Source: an optimization exercise on an open RTL-to-GDS flow (aim: small area, a short achievable clock period and few clock cycles per item). Production flows keep margins and buffers that such runs may drop. At most, simulation tests tie the RTL to the original design; equivalence was not proved. No driver is modelled on the clock port, so clock power and skew are understated where the tree is cut down; a real chip needs a root buffer or a tree. Power and IR drop assume default switching activity.

Setup of old:
==> module LBP, before the edit <==
module LBP (
	input  clk,
	input  reset,
	output reg [13:0] gray_addr,
	output reg        gray_req,
	input             gray_ready,
	input      [7:0]  gray_data,
	output reg        lbp_valid,
	output reg [13:0] lbp_addr,
	output reg [7:0]  lbp_data,
	output reg        finish
);
	localparam H = 8;            
	wire [6:0] row = gray_addr[13:7];
	wire [6:0] col = gray_addr[6:0];
	reg  [2:0] s;                
	reg        endc;             
	reg        ends;             
	reg        last;             
	wire [6:0] row_step = {{4{endc}}, {2{ends}}, 1'b1};
	always @(posedge clk) begin
		if (reset) begin
			gray_req  <= 1'b0;
			lbp_valid <= 1'b0;
			finish    <= 1'b0;
		end else begin
			gray_req  <= gray_ready & ~finish & ~(gray_req & last);
			lbp_valid <= gray_req & (s >= 3'd2) & (col >= 7'd2);
			if (gray_req & last) finish <= 1'b1;
		end
	end
	always @(posedge clk) begin
		if (gray_req) begin
			{gray_addr[6:0], s} <= {col, s} + 10'd1;
			gray_addr[13:7] <= row + row_step;
		end else begin
			{gray_addr, s} <= 17'd0;
		end
	end
	always @(posedge clk) begin
		endc <= (s == 3'd6);
		ends <= (s == 3'd6) & (col == 7'd127);
		last <= (s == 3'd6) & (col == 7'd127) & (row == 7'd126);
	end
	reg [7:0] d [0:H];
	integer i;
	always @(posedge clk) begin
		d[0] <= gray_data;
		for (i = 1; i <= H; i = i + 1) d[i] <= d[i-1];
	end
	function [1:0] cmp3;
		input [7:0] a, b;
		reg gh, lh, gl, ll;
		begin
			gh = a[7:4] > b[7:4]; lh = a[7:4] < b[7:4];
			gl = a[3:0] > b[3:0]; ll = a[3:0] < b[3:0];
			cmp3 = {~(lh | (~gh & ll)), ~(gh | (~lh & gl))};
		end
	endfunction
	wire [7:0] c = d[H];
	wire ge_dg, le_dg, ge_hz, le_hz, ge_ad, le_ad, ge_vt, le_vt;
	assign {ge_dg, le_dg} = cmp3(gray_data, c);
	assign {ge_hz, le_hz} = cmp3(d[0], c);
	assign {ge_ad, le_ad} = cmp3(d[1], c);
	assign {ge_vt, le_vt} = cmp3(d[H-1], c);
	reg [H:0]   q_dg;    
	reg [H-1:0] q_hz;
	reg [H-2:0] q_ad;
	reg         q_vt;
	always @(posedge clk) begin
		q_dg <= {q_dg[H-1:0], le_dg};
		q_hz <= {q_hz[H-2:0], le_hz};
		q_ad <= {q_ad[H-3:0], le_ad};
		q_vt <= le_vt;
	end
	always @(posedge clk) begin
		lbp_addr <= {row - 7'd1, col - 7'd1};
		lbp_data <= {ge_dg, ge_vt, q_ad[H-2], ge_hz, q_hz[H-1], ge_ad, q_vt, q_dg[H]};
	end
endmodule
Settings: LEC_CHECK=0, CAP_MARGIN=20, CORE_MARGIN=2, CORE_UTILIZATION=60, SETUP_SLACK_MARGIN=2.45, SLEW_MARGIN=20; clock period 4.0 ns.
standard.sh (not shown) runs the stock make flow with config.mk's settings and CLKGATE_MAP_FILE= SYNTH_SCRIPT=/design/flow/synth_recipe.tcl, a recipe that flattens the netlist after the stock synthesis.
==> flow/flow/run.sh <==
#!/bin/bash
# The standard layout, with plain buf_1 port buffers and a two-level
# inverter clock tree: after CTS, flow/mytree2.tcl replaces the tree with
# N1 first-level inverters fed from the clock port and N2 second-level
# inverters, each driving one cluster of flip-flops. Timing repair then
# runs after global routing as usual.
set -euo pipefail
HERE=$(pwd)
bash standard.sh finish \
  "BUFFER_PORTS_ARGS=-buffer_cell sky130_fd_sc_hd__buf_1" \
  "SKIP_CTS_REPAIR_TIMING=1" \
  "POST_CTS_TCL=$HERE/flow/mytree2.tcl" \
  "MYTREE_N1=4" "MYTREE_N2=8"  > standard_flow.log 2>&1
Other scripts of this flow, unchanged in this note and not shown: flow/flow/mytree2.tcl
#### Input delta (new over old)
-- flow/design.v --
<<< old, line 20
	reg        last;             
	wire [6:0] row_step = {{4{endc}}, {2{ends}}, 1'b1};
	always @(posedge clk) begin
		if (reset) begin
			gray_req  <= 1'b0;
			lbp_valid <= 1'b0;
			finish    <= 1'b0;
		end else begin
			gray_req  <= gray_ready & ~finish & ~(gray_req & last);
			lbp_valid <= gray_req & (s >= 3'd2) & (col >= 7'd2);
			if (gray_req & last) finish <= 1'b1;
		end
	end
	always @(posedge clk) begin
		if (gray_req) begin
			{gray_addr[6:0], s} <= {col, s} + 10'd1;
			gray_addr[13:7] <= row + row_step;
>>> new, line 20
	reg        last;             
	wire [6:0] row_step = {{4{endc}}, {2{ends}}, 1'b1};
	reg run;
	always @(posedge clk) begin
		if (reset) begin
			gray_req  <= 1'b0;
			run       <= 1'b0;
			lbp_valid <= 1'b0;
			finish    <= 1'b0;
		end else begin
			gray_req  <= gray_ready & ~finish & ~(gray_req & last);
			run       <= gray_ready & ~finish & ~(run & last);
			lbp_valid <= run & (s >= 3'd2) & (col >= 7'd2);
			if (run & last) finish <= 1'b1;
		end
	end
	always @(posedge clk) begin
		if (run) begin
			{gray_addr[6:0], s} <= {col, s} + 10'd1;
			gray_addr[13:7] <= row + row_step;
<<< old, line 52
	function [1:0] cmp3;
		input [7:0] a, b;
		reg gh, lh, gl, ll;
		begin
			gh = a[7:4] > b[7:4]; lh = a[7:4] < b[7:4];
			gl = a[3:0] > b[3:0]; ll = a[3:0] < b[3:0];
			cmp3 = {~(lh | (~gh & ll)), ~(gh | (~lh & gl))};
		end
	endfunction
>>> new, line 55
	function [1:0] cmp3;
		input [7:0] a, b;
		reg [7:0] g1, p1;
		reg [3:0] g2, p2;
		reg [1:0] g4, p4;
		reg       g8, p8;
		integer k;
		begin
			g1 = a & ~b; p1 = a | ~b;
			for (k = 0; k < 4; k = k + 1) begin
				g2[k] = g1[2*k+1] | (p1[2*k+1] & g1[2*k]);
				p2[k] = p1[2*k+1] & p1[2*k];
			end
			for (k = 0; k < 2; k = k + 1) begin
				g4[k] = g2[2*k+1] | (p2[2*k+1] & g2[2*k]);
				p4[k] = p2[2*k+1] & p2[2*k];
			end
			g8 = g4[1] | (p4[1] & g4[0]);
			p8 = p4[1] & p4[0];
			cmp3 = {g8 | p8, ~g8};
		end
	endfunction
### Flow results
The number of clock sinks seen by CTS in new sits 0.70% above the value recorded for old.
The run showing the greater highest attainable clock frequency is new.
Between new and old, it is new whose highest ir drop seen on vdd is higher, by about 3.4%.
Summary of the comparison: summed area of non-filler cells in the final layout is lower in new, relative to old.
Diff old -> new: total number of vias picked up an extra 87; footprint of the multi-input gates decreased by 140 µm² relative to the old numbers; detailed-routed wire length on met2 climbed about 9%.
Comparing area growth from synthesis to layout for new and old, the smaller number came from new.
The simple-gate share of the synthesized area reported for new is greater than that of old by 3.1 points.
The higher floorplan die area came out of old.
From old to new the numbers moved as follows: number of sequential cells in the layout rose about 0.7%, hold slack about even, met3 wirelength from detailed routing rose about 60%.
Testbench counts of new, summed over its fixed seeds: cycles 344,080, images 16.
For old, only the layout was checked, not whether the RTL still works. In every run of this note, the design's own scripts or RTL, not TritonCTS, make the clock network.

-- static timing again, ports no longer ideal --
No port has a modelled driver above. Below, the same layouts with a new extraction and two added sets of constraints. Step 1: set_driving_cell puts a clkbuf_16 on clk and a buf_2 on each other input, an assumption about the parent block. Step 2 adds t to the input delays and takes it off the output delays; t is the mean of the earliest and latest rising clock arrival at the registers after step 1. Input paths then give back, and output paths get back, about the clock's delay inside the block. Three values: ideal ports, drivers, drivers and shift; two values: the first two.
| run | shift t [ns] | setup slack, ns | latest minus earliest clock arrival (ns) | worst data-port slew with drivers (ns) |
|---|---|---|---|---|
| old | 0.248 | 2.318 / 2.357 / 2.173 | 0.014 / 0.016 | 0.05 |
| new | 0.256 | 2.383 / 2.340 / 2.245 | 0.013 / 0.013 | 0.04 |
After both steps setup and hold are still met in every run listed. For old, which loses most, drivers alone change the setup slack by +0.039 ns; drivers and shift together by -0.145 ns.
